What follows belongs to an exercise in optimizing a design on an open flow for small area, a short achievable clock period and few clock cycles per item; a production flow would make more cautious choices. Where RTL was checked, it was by simulation tests only, not by an equivalence proof against the original. Power and IR drop assume default switching activity.

==> flow/design.v <==
`timescale 1ns / 1ps
module muldiv#(parameter DATA_WIDTH = 32)
(
    input                         clk_i,
    input                         rst_i,
    input                         stall_i,
    input  [DATA_WIDTH-1 : 0]     a_i,
    input  [DATA_WIDTH-1 : 0]     b_i,
    input                         req_i,
    input  [ 2 : 0]               operation_sel_i,
    output reg [DATA_WIDTH-1 : 0] muldiv_result_o,
    output reg                    ready_o
);
wire is_div   = operation_sel_i[2];
wire is_rem   = operation_sel_i[2] & operation_sel_i[1];
wire b_zero   = ~|b_i;
wire a_zero   = ~|a_i;
wire div_zero = is_div & b_zero;
wire a_signed = (~operation_sel_i[0] | (operation_sel_i == 3'b001)) & ~div_zero;
wire b_signed = (operation_sel_i == 3'b000) | (operation_sel_i == 3'b001)
              | (operation_sel_i == 3'b100) | (operation_sel_i == 3'b110);
wire sa = a_i[31] & a_signed;
wire sb = b_i[31] & b_signed;
reg  [31:0] ua;
reg         low_nz;
integer i;
always @(*) begin
    low_nz = 1'b0;
    for (i = 0; i < 32; i = i + 1) begin
        ua[i]  = a_i[i] ^ (sa & low_nz);
        low_nz = low_nz | a_i[i];
    end
end
reg  [4:0] lead;
always @(*) begin
    lead = 5'd0;
    for (i = 0; i < 32; i = i + 1)
        if (ua[i]) lead = i;
    if (div_zero) lead = 5'd31;
end
reg  [31:0] R, Q;
reg  [4:0]  cnt;
reg         busy, ps, nb;
reg         f_selq, f_neg, f_mh;
wire start = req_i & ~busy & ~ready_o;
wire bit_i = busy ? nb : (div_zero ? a_i[31] : 1'b1);
wire        inv  = sb ^ is_div;
wire [31:0] Rg   = R & {32{busy}};
wire [31:0] Qg   = Q & {32{busy}};
wire [33:0] opa  = {1'b0, Rg, is_div & bit_i};
wire [33:0] opb  = {is_div, is_div, b_i ^ {32{inv}}};
wire [33:0] sum  = opa + opb + {33'd0, inv};
wire        ge   = ~sum[33];
wire [31:0] R_div = ge ? sum[31:0] : {Rg[30:0], bit_i};
wire [31:0] R_mul = bit_i ? sum[31:0] : {Rg[30:0], 1'b0};
wire        q_in  = is_div ? ge : (bit_i ? sum[32] : Rg[31]);
wire [31:0] qsh   = {Qg[30:0], q_in};
wire [31:0] Q_mul = {Qg[30:0] + {30'd0, bit_i & sum[33]}, q_in};
wire step   = (start & (~a_zero | div_zero)) | busy;
wire [4:0] idx = busy ? cnt : lead;
wire last   = (idx == 5'd0);
wire [32:0] ua_sh = {ua, 1'b0};
always @(posedge clk_i)
begin
    ps <= stall_i;
    if (rst_i) begin
        busy    <= 1'b0;
        ready_o <= 1'b0;
    end else begin
        busy    <= step & ~last;
        ready_o <= (start & ~step) | (step & last) | (ready_o & ps);
    end
    if (step) begin
        cnt <= idx - 5'd1;
        nb  <= ua_sh[idx];
        R   <= is_div ? R_div : R_mul;
        Q   <= is_div ? qsh : Q_mul;
    end else if (start) begin
        R   <= 32'd0;
        Q   <= 32'd0;
    end
    if (start) begin
        f_selq <= is_div ? ~is_rem : (operation_sel_i[1:0] != 2'b00);
        f_neg  <= is_rem ? sa : ((sa ^ sb) & ~div_zero);
        f_mh   <= ~is_div & (operation_sel_i[1:0] != 2'b00);
    end
end
wire [31:0] res_x = f_selq ? Q : R;
wire        r_nz  = f_mh & (|R);
reg  [31:0] res;
reg         x_nz;
always @(*) begin
    x_nz = r_nz;
    for (i = 0; i < 32; i = i + 1) begin
        res[i] = res_x[i] ^ (f_neg & x_nz);
        x_nz   = x_nz | res_x[i];
    end
    muldiv_result_o = res;
end
endmodule    
==> flow/config.mk <==
export PLATFORM = sky130hd
export DESIGN_NAME = muldiv
export DESIGN_NICKNAME = muldiv
export VERILOG_FILES = /design/flow/design.v
export SDC_FILE = /design/flow/constraint.sdc
export NUM_CORES = 4
export LEC_CHECK = 0
export CAP_MARGIN = 20
export CORE_MARGIN = 2
export CORE_UTILIZATION = 40
export PLACE_DENSITY = 0.6
export SLEW_MARGIN = 20
==> flow/constraint.sdc <==
create_clock -name core_clock -period 5.0 [get_ports {clk_i}]
set_input_delay 1.0000 -clock core_clock [delete_from_list [all_inputs] [get_ports {clk_i}]]
set_output_delay 1.0000 -clock core_clock [all_outputs]
set_load 0.01 [all_outputs]
run.sh (not shown) runs the stock make flow with config.mk's settings and CLKGATE_MAP_FILE= SYNTH_SCRIPT=/design/flow/synth_recipe.tcl, a recipe that flattens the netlist after the stock synthesis.
The starting point finished but failed the layout checks on setup timing.
Then changed:
==> flow/design.v (replaced) <==
`timescale 1ns / 1ps
module muldiv#(parameter DATA_WIDTH = 32)
(
    input                         clk_i,
    input                         rst_i,
    input                         stall_i,
    input  [DATA_WIDTH-1 : 0]     a_i,
    input  [DATA_WIDTH-1 : 0]     b_i,
    input                         req_i,
    input  [ 2 : 0]               operation_sel_i,
    output reg [DATA_WIDTH-1 : 0] muldiv_result_o,
    output reg                    ready_o
);
wire is_div   = operation_sel_i[2];
wire is_rem   = operation_sel_i[2] & operation_sel_i[1];
wire b_zero   = ~|b_i;
wire a_zero   = ~|a_i;
wire div_zero = is_div & b_zero;
wire a_signed = ~operation_sel_i[0] | (operation_sel_i == 3'b001);
wire b_signed = (operation_sel_i == 3'b000) | (operation_sel_i == 3'b001)
              | (operation_sel_i == 3'b100) | (operation_sel_i == 3'b110);
wire sa = a_i[31] & a_signed;
wire sb = b_i[31] & b_signed;
reg  [31:0] ua;
reg         low_nz;
integer i;
always @(*) begin
    low_nz = 1'b0;
    for (i = 0; i < 32; i = i + 1) begin
        ua[i]  = a_i[i] ^ (sa & low_nz);
        low_nz = low_nz | a_i[i];
    end
end
reg  [4:0] lead;
always @(*) begin
    lead = 5'd0;
    for (i = 0; i < 32; i = i + 1)
        if (ua[i]) lead = i;
    if (div_zero) lead = 5'd31;
end
reg  [31:0] R, Q, B;
reg  [4:0]  cnt;
reg         busy, ps, nb;
reg         f_div, f_inv;
reg         f_selq, f_neg, f_mh;
wire start = req_i & ~busy & ~ready_o;
wire        inv  = sb ^ is_div;
wire [33:0] opa  = {1'b0, R, f_div & nb};
wire [33:0] opb  = {f_div, f_div, B};
wire [33:0] sum  = opa + opb + {33'd0, f_inv};
wire        take  = f_div ? ~sum[33] : nb;
wire [31:0] R_nxt = take ? sum[31:0] : {R[30:0], nb};
wire        c_hi  = ~f_div & nb & sum[33];
wire [30:0] q_inc = Q[30:0] + 31'd1;
wire        q_in  = f_div ? ~sum[33] : (nb ? sum[32] : R[31]);
wire [31:0] Q_nxt = {c_hi ? q_inc : Q[30:0], q_in};
wire [32:0] ua_sh = {ua, 1'b0};
wire        last  = (cnt == 5'd0);
wire        nz    = ~a_zero | div_zero;
always @(posedge clk_i)
begin
    ps <= stall_i;
    if (rst_i) begin
        busy    <= 1'b0;
        ready_o <= 1'b0;
    end else begin
        busy    <= (start & nz) | (busy & ~last);
        ready_o <= (start & ~nz) | (busy & last) | (ready_o & ps);
    end
    if (start) begin
        B      <= b_i ^ {32{inv}};
        f_div  <= is_div;
        f_inv  <= inv;
        f_selq <= is_div ? ~is_rem : (operation_sel_i[1:0] != 2'b00);
        f_neg  <= is_rem ? sa : ((sa ^ sb) & ~div_zero);
        f_mh   <= ~is_div & (operation_sel_i[1:0] != 2'b00);
        R      <= 32'd0;
        Q      <= 32'd0;
        cnt    <= lead;
        nb     <= ~div_zero | ua[31];
    end else if (busy) begin
        R   <= R_nxt;
        Q   <= Q_nxt;
        cnt <= cnt - 5'd1;
        nb  <= ua_sh[cnt];
    end
end
wire [31:0] res_x = f_selq ? Q : R;
wire        r_nz  = f_mh & (|R);
reg  [31:0] res;
reg         x_nz;
always @(*) begin
    x_nz = r_nz;
    for (i = 0; i < 32; i = i + 1) begin
        res[i] = res_x[i] ^ (f_neg & x_nz);
        x_nz   = x_nz | res_x[i];
    end
    muldiv_result_o = res;
end
endmodule    
The new run produced a clean layout.
Flip-flop and latch count is higher by 34.
Wire length is higher by 0.53%.
First-iteration DRC count is higher by 16%.
Maximum frequency is higher by 6.6%.
Global-route usage is lower by 1.9 points.
Power is higher by 17%.
Combinational power is higher by 14%.
Synthesized cell count is higher by 0.58%.
Function was not checked in any run of this note: the RTL went through the layout flow alone.


Another version of the RTL of muldiv (not shown whole).
For scale: roughly 1,100 cells after synthesis, roughly 78 flip-flops, about 100 I/O pins, ~8600 um^2 of cells after synthesis.
Design muldiv, start of the top module:
module muldiv#(parameter DATA_WIDTH = 32)
(
    input                         clk_i,
    input                         rst_i,
    input                         stall_i,
    input  [DATA_WIDTH-1 : 0]     a_i,
    input  [DATA_WIDTH-1 : 0]     b_i,
    input                         req_i,
    input  [ 2 : 0]               operation_sel_i,
    output reg [DATA_WIDTH-1 : 0] muldiv_result_o,
    output reg                    ready_o
);
==> module muldiv, before the edit <==
module muldiv#(parameter DATA_WIDTH = 32)
(
    input                         clk_i,
    input                         rst_i,
    input                         stall_i,
    input  [DATA_WIDTH-1 : 0]     a_i,
    input  [DATA_WIDTH-1 : 0]     b_i,
    input                         req_i,
    input  [ 2 : 0]               operation_sel_i,
    output reg [DATA_WIDTH-1 : 0] muldiv_result_o,
    output reg                    ready_o
);
function [31:0] prefix_or;
    input [31:0] x;
    integer l, k;
    begin
        prefix_or = x;
        for (l = 0; l < 5; l = l + 1)
            for (k = 0; k < 32; k = k + 1)
                if (k[l])
                    prefix_or[k] = prefix_or[k] | prefix_or[((k >> l) << l) - 1];
    end
endfunction
function [33:0] add33;
    input [32:0] x, y;
    input        ci;
    reg   [32:0] p, g, gg, pp, c;
    reg          g0;
    integer l, k;
    begin
        p  = x ^ y;
        g  = x & y;
        g0 = g[0] | (p[0] & ci);
        gg = g;
        pp = p;
        for (l = 0; l < 5; l = l + 1)
            for (k = 1; k < 33; k = k + 1)
                if ((k - 1) & (1 << l)) begin
                    gg[k] = gg[k] | (pp[k] & gg[(((k - 1) >> l) << l)]);
                    pp[k] = pp[k] & pp[(((k - 1) >> l) << l)];
                end
        c[0] = g0;
        for (k = 1; k < 33; k = k + 1)
            c[k] = gg[k] | (pp[k] & g0);
        add33 = {c[32], p ^ {c[31:0], ci}};
    end
endfunction
wire is_div   = operation_sel_i[2];
wire is_rem   = operation_sel_i[2] & operation_sel_i[1];
wire b_zero   = ~|b_i;
wire a_zero   = ~|a_i;
wire div_zero = is_div & b_zero;
wire a_signed = ~operation_sel_i[0] | (operation_sel_i == 3'b001);
wire b_signed = (operation_sel_i == 3'b000) | (operation_sel_i == 3'b001)
              | (operation_sel_i == 3'b100) | (operation_sel_i == 3'b110);
wire sa = a_i[31] & a_signed;
wire sb = b_i[31] & b_signed;
wire [31:0] a_pre = prefix_or(a_i);
wire [31:0] ua    = a_i ^ ({32{sa}} & {a_pre[30:0], 1'b0});
reg  [15:0] v1; reg [15:0] e1;
reg  [7:0]  v2; reg [15:0] e2;
reg  [3:0]  v3; reg [11:0] e3;
reg  [1:0]  v4; reg [7:0]  e4;
reg  [4:0]  lead;
integer j;
always @(*) begin
    for (j = 0; j < 16; j = j + 1) begin
        v1[j] = ua[2*j+1] | ua[2*j];
        e1[j] = ua[2*j+1];
    end
    for (j = 0; j < 8; j = j + 1) begin
        v2[j]         = v1[2*j+1] | v1[2*j];
        e2[2*j+:2]    = v1[2*j+1] ? {1'b1, e1[2*j+1]} : {1'b0, e1[2*j]};
    end
    for (j = 0; j < 4; j = j + 1) begin
        v3[j]         = v2[2*j+1] | v2[2*j];
        e3[3*j+:3]    = v2[2*j+1] ? {1'b1, e2[4*j+2+:2]} : {1'b0, e2[4*j+:2]};
    end
    for (j = 0; j < 2; j = j + 1) begin
        v4[j]         = v3[2*j+1] | v3[2*j];
        e4[4*j+:4]    = v3[2*j+1] ? {1'b1, e3[6*j+3+:3]} : {1'b0, e3[6*j+:3]};
    end
    lead = v4[1] ? {1'b1, e4[7:4]} : {1'b0, e4[3:0]};
    if (div_zero) lead = 5'd31;
end
reg  [31:0] R, Q;
reg  [4:0]  cnt;
reg         busy, ps, nb;
reg         f_div, f_inv;
reg         f_selq, f_neg, f_mh;
wire start = req_i & ~busy & ~ready_o;
wire        inv  = sb ^ is_div;
wire [33:0] sum  = add33({R, f_div & nb}, {f_div, b_i ^ {32{f_inv}}}, f_inv);
wire        take  = f_div ? sum[33] : nb;
wire [31:0] R_nxt = take ? sum[31:0] : {R[30:0], nb};
wire        c_hi  = ~f_div & nb & sum[33];
wire        q_in  = f_div ? sum[33] : (nb ? sum[32] : R[31]);
wire [31:0] q_all = ~prefix_or(~{1'b1, Q[30:0]});
wire [31:0] Q_nxt = {Q[30:0] ^ ({31{c_hi}} & {q_all[29:0], 1'b1}), q_in};
wire [32:0] ua_sh = {ua, 1'b0};
wire        last  = (cnt == 5'd0);
wire        nz    = ~a_zero | div_zero;
always @(posedge clk_i)
begin
    ps <= stall_i;
    if (rst_i) begin
        busy    <= 1'b0;
        ready_o <= 1'b0;
    end else begin
        busy    <= (start & nz) | (busy & ~last);
        ready_o <= (start & ~nz) | (busy & last) | (ready_o & ps);
    end
    if (start) begin
        f_div  <= is_div;
        f_inv  <= inv;
        f_selq <= is_div ? ~is_rem : (operation_sel_i[1:0] != 2'b00);
        f_neg  <= is_rem ? sa : ((sa ^ sb) & ~div_zero);
        f_mh   <= ~is_div & (operation_sel_i[1:0] != 2'b00);
        R      <= 32'd0;
        Q      <= 32'd0;
        cnt    <= lead;
        nb     <= ~div_zero | ua[31];
    end else if (busy) begin
        R   <= R_nxt;
        Q   <= Q_nxt;
        cnt <= cnt - 5'd1;
        nb  <= ua_sh[cnt];
    end
end
wire [31:0] res_x = f_selq ? Q : R;
wire        r_nz  = f_mh & (|R);
wire [31:0] x_pre = prefix_or(res_x);
always @(*)
    muldiv_result_o = res_x ^ ({32{f_neg}} & ({x_pre[30:0], 1'b0} | {32{r_nz}}));
endmodule    
Settings: LEC_CHECK=0, CAP_MARGIN=20, CORE_MARGIN=2, CORE_UTILIZATION=40, CTS_BUF_LIST=sky130_fd_sc_hd__clkbuf_8, PLACE_DENSITY=0.6, SETUP_SLACK_MARGIN=1.0, SLEW_MARGIN=20; clock period 5.0 ns.
standard.sh (not shown) runs the stock make flow with config.mk's settings and CLKGATE_MAP_FILE= SYNTH_SCRIPT=/design/flow/synth_recipe.tcl, a recipe that flattens the netlist after the stock synthesis.
==> flow/flow/run.sh <==
#!/bin/bash
# The standard layout, with the ports buffered by sky130_fd_sc_hd__buf_2
# instead of the flow's default pick (a slow delay buffer).
set -e
bash standard.sh synth > synth.log 2>&1
bash standard.sh "BUFFER_PORTS_ARGS=-buffer_cell sky130_fd_sc_hd__buf_2" finish > layout.log 2>&1
The starting point passed the timing, DRC and antenna checks.
Testbench counts at the start, summed over its fixed seeds: cycles 35,912, ops 2,048.
Next try:
--- a/flow/design.v
+++ b/flow/design.v
@@ -55,10 +55,9 @@
 wire b_signed = (operation_sel_i == 3'b000) | (operation_sel_i == 3'b001)
               | (operation_sel_i == 3'b100) | (operation_sel_i == 3'b110);
 wire sa = a_i[31] & a_signed;
 wire sb = b_i[31] & b_signed;
-wire [31:0] a_pre = prefix_or(a_i);
-wire [31:0] ua    = a_i ^ ({32{sa}} & {a_pre[30:0], 1'b0});
+wire [31:0] ua    = sa ? -a_i : a_i;
 reg  [15:0] v1; reg [15:0] e1;
 reg  [7:0]  v2; reg [15:0] e2;
 reg  [3:0]  v3; reg [11:0] e3;
 reg  [1:0]  v4; reg [7:0]  e4;
@@ -127,10 +126,12 @@
         cnt <= cnt - 5'd1;
         nb  <= ua_sh[cnt];
     end
 end
-wire [31:0] res_x = f_selq ? Q : R;
-wire        r_nz  = f_mh & (|R);
-wire [31:0] x_pre = prefix_or(res_x);
+wire [31:0] r_pre = prefix_or(R);
+wire [31:0] q_pre = prefix_or(Q);
+wire        r_nz  = f_mh & r_pre[31];
+wire [31:0] res_r = R ^ ({32{f_neg}} & {r_pre[30:0], 1'b0});
+wire [31:0] res_q = Q ^ ({32{f_neg}} & ({q_pre[30:0], 1'b0} | {32{r_nz}}));
 always @(*)
-    muldiv_result_o = res_x ^ ({32{f_neg}} & ({x_pre[30:0], 1'b0} | {32{r_nz}}));
+    muldiv_result_o = f_selq ? res_q : res_r;
 endmodule    
Effect: With this change the flow produced a layout that fails on setup timing; die area is lower by 3.0%; global-route usage grows by 0.10 points; critical path depth does not change; setup slack is worse by 0.96 ns; fmax decreases by 19%; routed wire length shrinks by 4.4%; via count shrinks by 2.4%.
For the second run of this note, only the layout was checked, not whether the RTL still works.

[port drivers added, routing unchanged]
No port has a modelled driver above. Below, the same layouts with a new extraction and two added sets of constraints. Step 1 (the two cells are an assumption about what drives the block):
set clk [get_ports {clk_i}]
set_driving_cell -lib_cell sky130_fd_sc_hd__clkbuf_16 $clk
set_driving_cell -lib_cell sky130_fd_sc_hd__buf_2 [delete_from_list [all_inputs] $clk]
Step 2 adds t to the input delays and takes it off the output delays; t is the mean of the earliest and latest rising clock arrival at the registers after step 1. Input paths then give back, and output paths get back, about the clock's delay inside the block. Slacks: ideal ports / drivers / drivers and shift; pairs: ideal ports / drivers.
run | t (ns) | setup slack, ns | hold WS [ns] | slew at the worst register clock pin (ns) | cell pins on the clock port's net
the first run of note 1 | 0.392 | -0.215 / -0.207 / -0.598 | 0.500 / 0.500 / 0.500 | 0.07 / 0.07 | 1
the second run of note 1 | 0.405 | 0.110 / 0.066 / 0.263 | 0.493 / 0.493 / 0.493 | 0.08 / 0.08 | 1
the first run of note 2 | 0.419 | 0.955 / 0.916 / 0.762 | 0.499 / 0.499 / 0.499 | 0.09 / 0.09 | 1
the second run of note 2 | 0.411 | -0.002 / -0.043 / 0.369 | 0.498 / 0.498 / 0.498 | 0.10 / 0.10 | 1
The setup slack of the first run of note 1, which loses most, moves by +0.008 ns with the drivers and by -0.383 ns with both steps.
